This is an optimization exercise on Yosys and OpenROAD, whose aim is small area, not a production implementation. In this exercise RTL edits were held to simulation tests only and were not proved equivalent to the original. The flow treats the clock pin as an ideal source, which a real chip does not have. Power and IR drop assume default switching activity.

==> flow/design.v <==
module top (
  input clk,
  input rst,
  input echo,
  input respSeguidorLinea1,
  input respSeguidorLinea2,
  output VCC_respSeguidorLinea1,
  output GND_respSeguidorLinea1,
  output VCC_respSeguidorLinea2,
  output GND_respSeguidorLinea2,
  output trig,
  output D8,
  output D7,
  output D6,
  output D5,
  output D4,
  output D3,
  output D2,
  output D1,
  output A,
  output B,
  output C,
  output D,
  output E,
  output F,
  output G,
  output H,
  output VCC,
  output GND,
  output GND_motor_iz,
  output GND_motor_de,
  output m_izquierdo,
  output m_derecho
);
  assign VCC = 1'b1;
  assign GND = 1'b0;
  assign D8 = 1'b1;
  assign D7 = 1'b1;
  assign D6 = 1'b1;
  assign D5 = 1'b1;
  assign GND_motor_iz = 1'b0;
  assign GND_motor_de = 1'b0;
  assign VCC_respSeguidorLinea1 = 1'b1;
  assign GND_respSeguidorLinea1 = 1'b0;
  assign VCC_respSeguidorLinea2 = 1'b1;
  assign GND_respSeguidorLinea2 = 1'b0;
  genvar i;
  wire rst_n = ~rst;
  reg [19:0] tc_s;
  wire [19:0] tc_d;
  wire [20:0] tc_c;
  assign tc_d[0] = ~(rst | tc_s[0]);
  assign tc_c[1] = tc_s[0];
  generate
    for (i = 1; i < 20; i = i + 1) begin : g_tc
      if (i == 11)
        rbit_a1 u (.q(tc_s[i]), .c(tc_c[i]), .rn(rst_n), .d(tc_d[i]), .cn(tc_c[i+1]));
      else if (i % 2 == 1)
        rbit_a0 u (.q(tc_s[i]), .c(tc_c[i]), .r(rst), .d(tc_d[i]), .cn(tc_c[i+1]));
      else
        rbit_b0 u (.qn(tc_s[i]), .cn(tc_c[i]), .rn(rst_n), .d(tc_d[i]), .c(tc_c[i+1]));
    end
  endgenerate
  always @(posedge clk)
    tc_s <= tc_d;
  wire [19:0] tc = tc_s ^ 20'h55554;
  wire [1:0] sel = tc[13:12];
  assign trig = (tc[19:11] == 9'b000000001) && (tc[10:0] <= 11'd275);
  reg echo_q;
  always @(posedge clk) begin
    if (rst)
      echo_q <= 1'b0;
    else
      echo_q <= echo;
  end
  wire clr = rst | ~echo;
  wire clr_n = ~clr;
  reg [19:0] acc_s;
  wire [19:0] acc_d;
  wire [20:0] acc_c;
  assign acc_d[0] = ~(clr | acc_s[0]);
  assign acc_c[1] = acc_s[0];
  generate
    for (i = 1; i < 20; i = i + 1) begin : g_acc
      if (i == 1 || i == 5)
        rbit_a1k u (.q(acc_s[i]), .c(acc_c[i]), .r(clr), .d(acc_d[i]), .cn(acc_c[i+1]));
      else if (i == 2 || i == 6 || i == 8)
        rbit_b1k u (.qn(acc_s[i]), .cn(acc_c[i]), .rn(clr_n), .d(acc_d[i]), .c(acc_c[i+1]));
      else if (i % 2 == 1)
        rbit_a0 u (.q(acc_s[i]), .c(acc_c[i]), .r(clr), .d(acc_d[i]), .cn(acc_c[i+1]));
      else
        rbit_b0 u (.qn(acc_s[i]), .cn(acc_c[i]), .rn(clr_n), .d(acc_d[i]), .c(acc_c[i+1]));
    end
  endgenerate
  always @(posedge clk)
    acc_s <= acc_d;
  wire inc = ~acc_c[20];
  wire [3:0] fr = acc_s[19:16] ^ 4'b0101;
  reg [1:0] lh;
  reg [3:0] lt, lu;
  wire l358 = lh[1] & lh[0] & lt[2] & lt[0] & lu[3];
  wire kill = clr | (inc & l358);
  wire [3:0] lu_d, lt_d;
  wire cu, ct;
  bcd_digit u_lu (.q(lu), .e(inc), .k(kill), .d(lu_d), .co(cu));
  bcd_digit u_lt (.q(lt), .e(cu), .k(kill), .d(lt_d), .co(ct));
  wire [1:0] lh_d;
  tbit u_lh0 (.q(lh[0]), .t(ct), .k(kill), .d(lh_d[0]));
  tbit u_lh1 (.q(lh[1]), .t(ct & lh[0]), .k(kill), .d(lh_d[1]));
  always @(posedge clk) begin
    lu <= lu_d;
    lt <= lt_d;
    lh <= lh_d;
  end
  wire in_range = ~lh[1] & (~lh[0] | ~(lt[3] | lt[2]) |
                  (lt[2] & ~lt[1] & ~lt[0] & ~lu[3] & ~lu[2] & ~lu[1] & ~lu[0]));
  wire far_n = lh[1] | lh[0] | lt[3] | lt[2] | lt[1] |
               (lt[0] & (lu[3] | (lu[2] & (lu[1] | lu[0]))));
  wire [3:0] fd = (fr < 4'd10) ? fr : fr - 4'd10;
  reg far;
  always @(posedge clk) begin
    if (rst)
      far <= 1'b0;
    else
      far <= far_n;
  end
  assign m_izquierdo = far & respSeguidorLinea1;
  assign m_derecho = respSeguidorLinea2 | ~far;
  reg dp, wh;
  reg [3:0] wt, wu, wf;
  wire cap = echo_q & ~echo;
  always @(posedge clk) begin
    if (rst) begin
      dp <= 1'b0;
      wh <= 1'b0;
      wt <= 4'd0;
      wu <= 4'd0;
      wf <= 4'd0;
    end else if (cap) begin
      dp <= in_range;
      wh <= ~in_range | lh[0];
      wt <= lt;
      wu <= lu;
      wf <= fd;
    end
  end
  reg [3:0] q;
  always @(*) begin
    case (sel)
      2'd0: q = 4'd1;
      2'd1: q = wt;
      2'd2: q = wu;
      default: q = wf;
    endcase
  end
  wire [6:0] sg;
  assign sg[0] = ~(q[1] | (~q[2] & ~q[0]) | (q[2] & q[0]) | q[3]);
  assign sg[1] = ~((~q[1] & ~q[0]) | (q[1] & q[0]) | ~q[2]);
  assign sg[2] = ~q[2] & q[1] & ~q[0];
  assign sg[3] = (~q[2] & ~q[1] & q[0]) | (q[2] & ~q[1] & ~q[0]) | (q[2] & q[1] & q[0]);
  assign sg[4] = q[0] | (q[2] & ~q[1]);
  assign sg[5] = (q[1] & q[0]) | (~q[2] & q[1]) | (~q[3] & ~q[2] & q[0]);
  assign sg[6] = (q[2] & q[1] & q[0]) | (~q[3] & ~q[2] & ~q[1]);
  wire oor = wh & ~dp;
  wire blank = ~wh & (sel == 2'd0 || (sel == 2'd1 && wt == 4'd0));
  reg [6:0] letter;
  always @(*) begin
    case (sel)
      2'd0: letter = 7'h0e;   
      2'd1: letter = 7'h08;   
      2'd2: letter = 7'h47;   
      default: letter = 7'h46;   
    endcase
  end
  assign {G, F, E, D, C, B, A} = oor ? letter : blank ? 7'h7f : sg;
  assign D4 = (sel != 2'd0);
  assign D3 = (sel != 2'd1);
  assign D2 = (sel != 2'd2);
  assign D1 = (sel != 2'd3);
  assign H = ((sel != 2'd0) & ~dp) | (dp & (sel != 2'd2));
endmodule
module rbit_a0 (input q, input c, input r, output d, output cn);
  assign d = (q & ~c & ~r) | (~q & c & ~r);
  assign cn = ~(q & c);
endmodule
module rbit_a1 (input q, input c, input rn, output d, output cn);
  assign d = ~rn | (q & ~c) | (~q & c);
  assign cn = ~(q & c);
endmodule
module rbit_b0 (input qn, input cn, input rn, output d, output c);
  assign d = ~rn | (qn & cn) | (~qn & ~cn);
  assign c = ~(qn | cn);
endmodule
module rbit_a1k (input q, input c, input r, output d, output cn);
  assign d = (q & c & ~r) | (~q & ~c & ~r);
  assign cn = ~(q | c);
endmodule
module rbit_b1k (input qn, input cn, input rn, output d, output c);
  assign d = ~rn | (qn & ~cn) | (~qn & cn);
  assign c = ~(qn & cn);
endmodule
module bcd_digit (input [3:0] q, input e, input k, output [3:0] d, output co);
  wire n0 = ~(e & q[0]);
  wire [3:0] t;
  assign t[0] = e;
  assign t[1] = ~(n0 | q[3]);
  assign t[2] = ~(n0 | ~q[1]);
  assign t[3] = ~(n0 | ~(q[3] | (q[1] & q[2])));
  assign co = ~(n0 | ~q[3]);
  tbit u0 (.q(q[0]), .t(t[0]), .k(k), .d(d[0]));
  tbit u1 (.q(q[1]), .t(t[1]), .k(k), .d(d[1]));
  tbit u2 (.q(q[2]), .t(t[2]), .k(k), .d(d[2]));
  tbit u3 (.q(q[3]), .t(t[3]), .k(k), .d(d[3]));
endmodule
module tbit (input q, input t, input k, output d);
  assign d = (q & ~t & ~k) | (~q & t & ~k);
endmodule
==> flow/config.mk <==
export PLATFORM = sky130hd
export DESIGN_NAME = top
export DESIGN_NICKNAME = top
export VERILOG_FILES = /design/flow/design.v
export SDC_FILE = /design/flow/constraint.sdc
export NUM_CORES = 4
export LEC_CHECK = 0
export CAP_MARGIN = 20
export CORE_MARGIN = 2
export CORE_UTILIZATION = 60
export SLEW_MARGIN = 20
==> flow/constraint.sdc <==
create_clock -name core_clock -period 20.0 [get_ports {clk}]
set_input_delay 4.0000 -clock core_clock [delete_from_list [all_inputs] [get_ports {clk}]]
set_output_delay 4.0000 -clock core_clock [all_outputs]
set_load 0.01 [all_outputs]
standard.sh (not shown) runs the stock make flow with config.mk's settings and CLKGATE_MAP_FILE= SYNTH_SCRIPT=/design/flow/synth_recipe.tcl, a recipe that flattens the netlist after the stock synthesis.
==> flow/flow/run.sh <==
#!/bin/bash
# Layout flow: the standard ORFS flow (standard.sh) with area-saving
# changes:
#  - synthesis: synth_recipe.tcl with an area-oriented abc script
#    (synth_area.tcl, area.abc); registers are the same as the standard
#    synthesis's
#  - after floorplan, every logic cell is swapped to the smallest drive
#    strength of the same cell (downsize.tcl); timing repair later in the
#    flow may size cells up again where needed
#  - tie cells are not duplicated per port
#  - ports are buffered with buf_1
#  - CTS with clkbuf_4 and no dummy loads; a leaf clock buffer with a
#    slow edge at its flip-flops is then swapped for clkbuf_8 (clkfix.tcl)
# Each ORFS step writes its full log under orfs/logs/; make's output goes
# to flow.log.
set -euo pipefail
HERE=$(pwd)
export FLOW_SYNTH_TCL=$HERE/synth_recipe.tcl
export AREA_ABC_SCRIPT=$HERE/flow/area.abc
export POST_FLOORPLAN_TCL=$HERE/flow/downsize.tcl
export POST_CTS_TCL=$HERE/flow/clkfix.tcl
export SKIP_REPAIR_TIE_FANOUT=1
export BUFFER_PORTS_ARGS="-buffer_cell sky130_fd_sc_hd__buf_1"
export CTS_ARGS="-sink_clustering_enable -repair_clock_nets -dont_use_dummy_load -buf_list sky130_fd_sc_hd__clkbuf_4 -sink_clustering_size 24 -sink_clustering_max_diameter 120"
sed "s#SYNTH_SCRIPT=[^ ]*#SYNTH_SCRIPT=$HERE/flow/synth_area.tcl#" standard.sh > standard_area.sh
grep -q "SYNTH_SCRIPT=$HERE/flow/synth_area.tcl" standard_area.sh
bash standard_area.sh > flow.log 2>&1
Other scripts of this flow, unchanged in this note and not shown: flow/flow/area.abc, flow/flow/clkfix.tcl, flow/flow/downsize.tcl, flow/flow/synth_area.tcl
Next try:
--- a/flow/config.mk
+++ b/flow/config.mk
@@ -9,3 +9,3 @@
 export CORE_MARGIN = 2
-export CORE_UTILIZATION = 60
+export CORE_UTILIZATION = 40
 export SLEW_MARGIN = 20
After rerunning: Worst setup slack gets better by 0.0045 ns. Critical path depth is unchanged. Non-clock buffer count does not change. Wire length barely changes. Global-route usage shrinks by 7.1 points. Final cell count rose by 6.9%. Clock skew came out higher by 0.0036 ns. Final area came out higher by 1.4%. Sequential share of layout area falls by 0.65 points. Maximum frequency is about the same.
Next try:
--- a/flow/flow/run.sh
+++ b/flow/flow/run.sh
@@ -9,3 +9,3 @@
 #    flow may size cells up again where needed
-#  - tie cells are not duplicated per port
+#  - one tie cell drives all constant outputs (tiemerge.tcl)
 #  - ports are buffered with buf_1
@@ -19,3 +19,4 @@
 export AREA_ABC_SCRIPT=$HERE/flow/area.abc
-export POST_FLOORPLAN_TCL=$HERE/flow/downsize.tcl
+export FLOW_DIR_OWN=$HERE/flow
+export POST_FLOORPLAN_TCL=$HERE/flow/post_floorplan.tcl
 export POST_CTS_TCL=$HERE/flow/clkfix.tcl
==> flow/flow/post_floorplan.tcl (new file) <==
# After floorplan: smallest drive strengths, then a single tie cell.
source [file join $::env(FLOW_DIR_OWN) downsize.tcl]
source [file join $::env(FLOW_DIR_OWN) tiemerge.tcl]
==> flow/flow/tiemerge.tcl (new file) <==
# One tie cell for all constant outputs: the HI and LO outputs of a single
# conb_1 drive every constant-1 and constant-0 net.
set ::tm_block [ord::get_db_block]
set ::tm_keep ""
foreach inst [$::tm_block getInsts] {
  if { [[$inst getMaster] getName] ne "sky130_fd_sc_hd__conb_1" } { continue }
  if { $::tm_keep eq "" } { set ::tm_keep $inst; continue }
  foreach pin {HI LO} {
    set it [$inst findITerm $pin]
    set net [$it getNet]
    if { $net eq "NULL" } { continue }
    $it disconnect
    set kit [$::tm_keep findITerm $pin]
    set knet [$kit getNet]
    if { $knet eq "NULL" } {
      $kit connect $net
    } else {
      foreach i2 [$net getITerms] { $i2 disconnect; $i2 connect $knet }
      foreach b2 [$net getBTerms] { $b2 connect $knet }
      odb::dbNet_destroy $net
    }
  }
  puts "tiemerge: removed [$inst getName]"
  odb::dbInst_destroy $inst
}
--- a/flow/config.mk
+++ b/flow/config.mk
@@ -9,3 +9,3 @@
 export CORE_MARGIN = 2
-export CORE_UTILIZATION = 40
+export CORE_UTILIZATION = 70
 export SLEW_MARGIN = 20
Result: Cell area is lower slightly. Hold slack gains 0.0051 ns. Clock-buffer cell count stays the same. Via count increases by a few percent. Sequential share of layout area rises by 0.79 points. Utilization rose by 34 points. Combinational power barely changes. Wire length went up by a few percent. Non-clock buffer count is unchanged.
Next try:
--- a/flow/flow/run.sh
+++ b/flow/flow/run.sh
@@ -9,3 +9,3 @@
 #    flow may size cells up again where needed
-#  - one tie cell drives all constant outputs (tiemerge.tcl)
+#  - tie cells are not duplicated per port
 #  - ports are buffered with buf_1
@@ -19,4 +19,3 @@
 export AREA_ABC_SCRIPT=$HERE/flow/area.abc
-export FLOW_DIR_OWN=$HERE/flow
-export POST_FLOORPLAN_TCL=$HERE/flow/post_floorplan.tcl
+export POST_FLOORPLAN_TCL=$HERE/flow/downsize.tcl
 export POST_CTS_TCL=$HERE/flow/clkfix.tcl
--- a/flow/config.mk
+++ b/flow/config.mk
@@ -9,3 +9,4 @@
 export CORE_MARGIN = 2
-export CORE_UTILIZATION = 70
+export CORE_UTILIZATION = 40
+export GPL_TIMING_DRIVEN = 0
 export SLEW_MARGIN = 20
removed: flow/flow/post_floorplan.tcl
removed: flow/flow/tiemerge.tcl
=> Clock-buffer cell count does not change; worst hold slack is worse by 0.0050 ns; via count is about the same; wire length grows by a few percent; die area grows by well over a third; cell area grows by a few percent; non-clock buffer count grows by 11; utilization shrinks by 33 points; first-iteration DRC count grows by a little under a tenth; sequential share of layout area shrinks by 1.5 points; cell count grows by roughly a tenth.

exp/amber:
// top: RTL as listed in full above, without the edits since
export LEC_CHECK = 0
export CAP_MARGIN = 20
export CORE_MARGIN = 2
export CORE_UTILIZATION = 40
export SLEW_MARGIN = 20
export SYNTH_HIERARCHICAL = 1
export SYNTH_MINIMUM_KEEP_SIZE = 0
create_clock -name core_clock -period 20.0 [get_ports {clk}]
==> flow/flow/run.sh <==
#!/bin/bash
# Layout flow: the standard ORFS flow (standard.sh, unchanged synthesis),
# with area-saving hooks:
#  - after floorplan, every logic cell is swapped to the smallest drive
#    strength of the same cell (downsize.tcl); timing repair later in the
#    flow may size them up again where needed
#  - tie cells are not duplicated per port
#  - ports are buffered with buf_1
#  - CTS with small clock buffers and no dummy loads
# Each tool's output stays in the ORFS logs under orfs/logs; make's output
# goes to flow.log.
set -euo pipefail
HERE=$(pwd)
export POST_FLOORPLAN_TCL=$HERE/flow/downsize.tcl
export SKIP_REPAIR_TIE_FANOUT=1
export BUFFER_PORTS_ARGS="-buffer_cell sky130_fd_sc_hd__buf_1"
export CTS_ARGS="-sink_clustering_enable -repair_clock_nets -dont_use_dummy_load -buf_list sky130_fd_sc_hd__clkbuf_4 -sink_clustering_size 24 -sink_clustering_max_diameter 120"
bash standard.sh > flow.log 2>&1
==> flow/flow/downsize.tcl <==
# Swap each instance to the smallest-area master of the same cell family
# (same name up to the drive-strength suffix), skipping DONT_USE cells.
set block [ord::get_db_block]
set db [ord::get_db]
set ::ds_dont_use $::env(DONT_USE_CELLS)
proc is_dont_use { name } {
  foreach pat $::ds_dont_use {
    if { [string match $pat $name] } { return 1 }
  }
  return 0
}
set best [dict create]
foreach lib [$db getLibs] {
  foreach m [$lib getMasters] {
    set n [$m getName]
    if { ![regexp {^sky130_fd_sc_hd__.*_[0-9]+$} $n] } { continue }
    set base [regsub {_[0-9]+$} $n ""]
    if { [is_dont_use $n] } { continue }
    set a [expr { [$m getWidth] * [$m getHeight] }]
    if { ![dict exists $best $base] || $a < [lindex [dict get $best $base] 1] } {
      dict set best $base [list $m $a]
    }
  }
}
set swapped 0
foreach inst [$block getInsts] {
  set m [$inst getMaster]
  set n [$m getName]
  if { ![regexp {^sky130_fd_sc_hd__.*_[0-9]+$} $n] } { continue }
  set base [regsub {_[0-9]+$} $n ""]
  if { ![dict exists $best $base] } { continue }
  set nm [lindex [dict get $best $base] 0]
  if { [$nm getName] eq $n } { continue }
  set a0 [expr { [$m getWidth] * [$m getHeight] }]
  if { [lindex [dict get $best $base] 1] >= $a0 } { continue }
  if { [$inst swapMaster $nm] } {
    puts "downsize: [$inst getName] $n -> [$nm getName]"
    incr swapped
  }
}
puts "downsize: swapped $swapped instances"
exp/amber finished all stages; the layout is clean.
## Diff of input files: exp/umber against exp/amber
-- flow/flow/run.sh --
<<< exp/amber, line 16
export BUFFER_PORTS_ARGS="-buffer_cell sky130_fd_sc_hd__buf_1"
export CTS_ARGS="-sink_clustering_enable -repair_clock_nets -dont_use_dummy_load -buf_list sky130_fd_sc_hd__clkbuf_4 -sink_clustering_size 24 -sink_clustering_max_diameter 120"
bash standard.sh > flow.log 2>&1
>>> exp/umber, line 16
export BUFFER_PORTS_ARGS="-buffer_cell sky130_fd_sc_hd__buf_1"
export CTS_ARGS="-sink_clustering_enable -repair_clock_nets -dont_use_dummy_load -buf_list sky130_fd_sc_hd__clkbuf_8 -sink_clustering_size 33 -sink_clustering_max_diameter 250"
bash standard.sh > flow.log 2>&1
## What came out
- In terms of total number of vias, exp/umber and exp/amber differ only marginally.
- exp/umber vs. exp/amber: net switching power rose by about 5%; global-route usage neither gained nor lost much; worst hold slack after final layout was more or less identical.
- Number of inserted filler cells in the final layout grows slightly when moving from exp/amber to exp/umber.
- Compared to exp/amber, the router laid down more metal wire for exp/umber.
- Of exp/umber and exp/amber, exp/amber shows the lower leakage power, with exp/umber above it.

-- what the ideal ports hide --
In the flow no input, the clock included, has a driving cell. The finished layouts below were timed again as built, in two steps.
Step 1 assumes that a clkbuf_16 drives the clock port and a buf_2 every other input.
Step 2, shift: input delay + t, output delay - t, t = (earliest + latest rising clock arrival at the registers) / 2. This alone moves slack from input paths to output paths.
Three values: ideal ports, drivers, drivers and shift; two values: the first two.
run | shift t [ns] | slack for setup (ns) | worst setup path at the end
the first run of note 1 | 0.403 | 11.682 / 11.650 / 11.650 | input to output
the second run of note 1 | 0.415 | 11.686 / 11.664 / 11.664 | input to output
the third run of note 1 | 0.407 | 11.688 / 11.667 / 11.667 | input to output
the fourth run of note 1 | 0.423 | 11.691 / 11.664 / 11.664 | input to output
exp/amber | 0.416 | 11.689 / 11.667 / 11.667 | input to output
exp/umber | 0.357 | 11.688 / 11.666 / 11.666 | input to output
After both steps setup and hold are still met in every run listed. For the first run of note 1, which loses most, drivers alone change the setup slack by -0.032 ns; drivers and shift together by -0.032 ns.
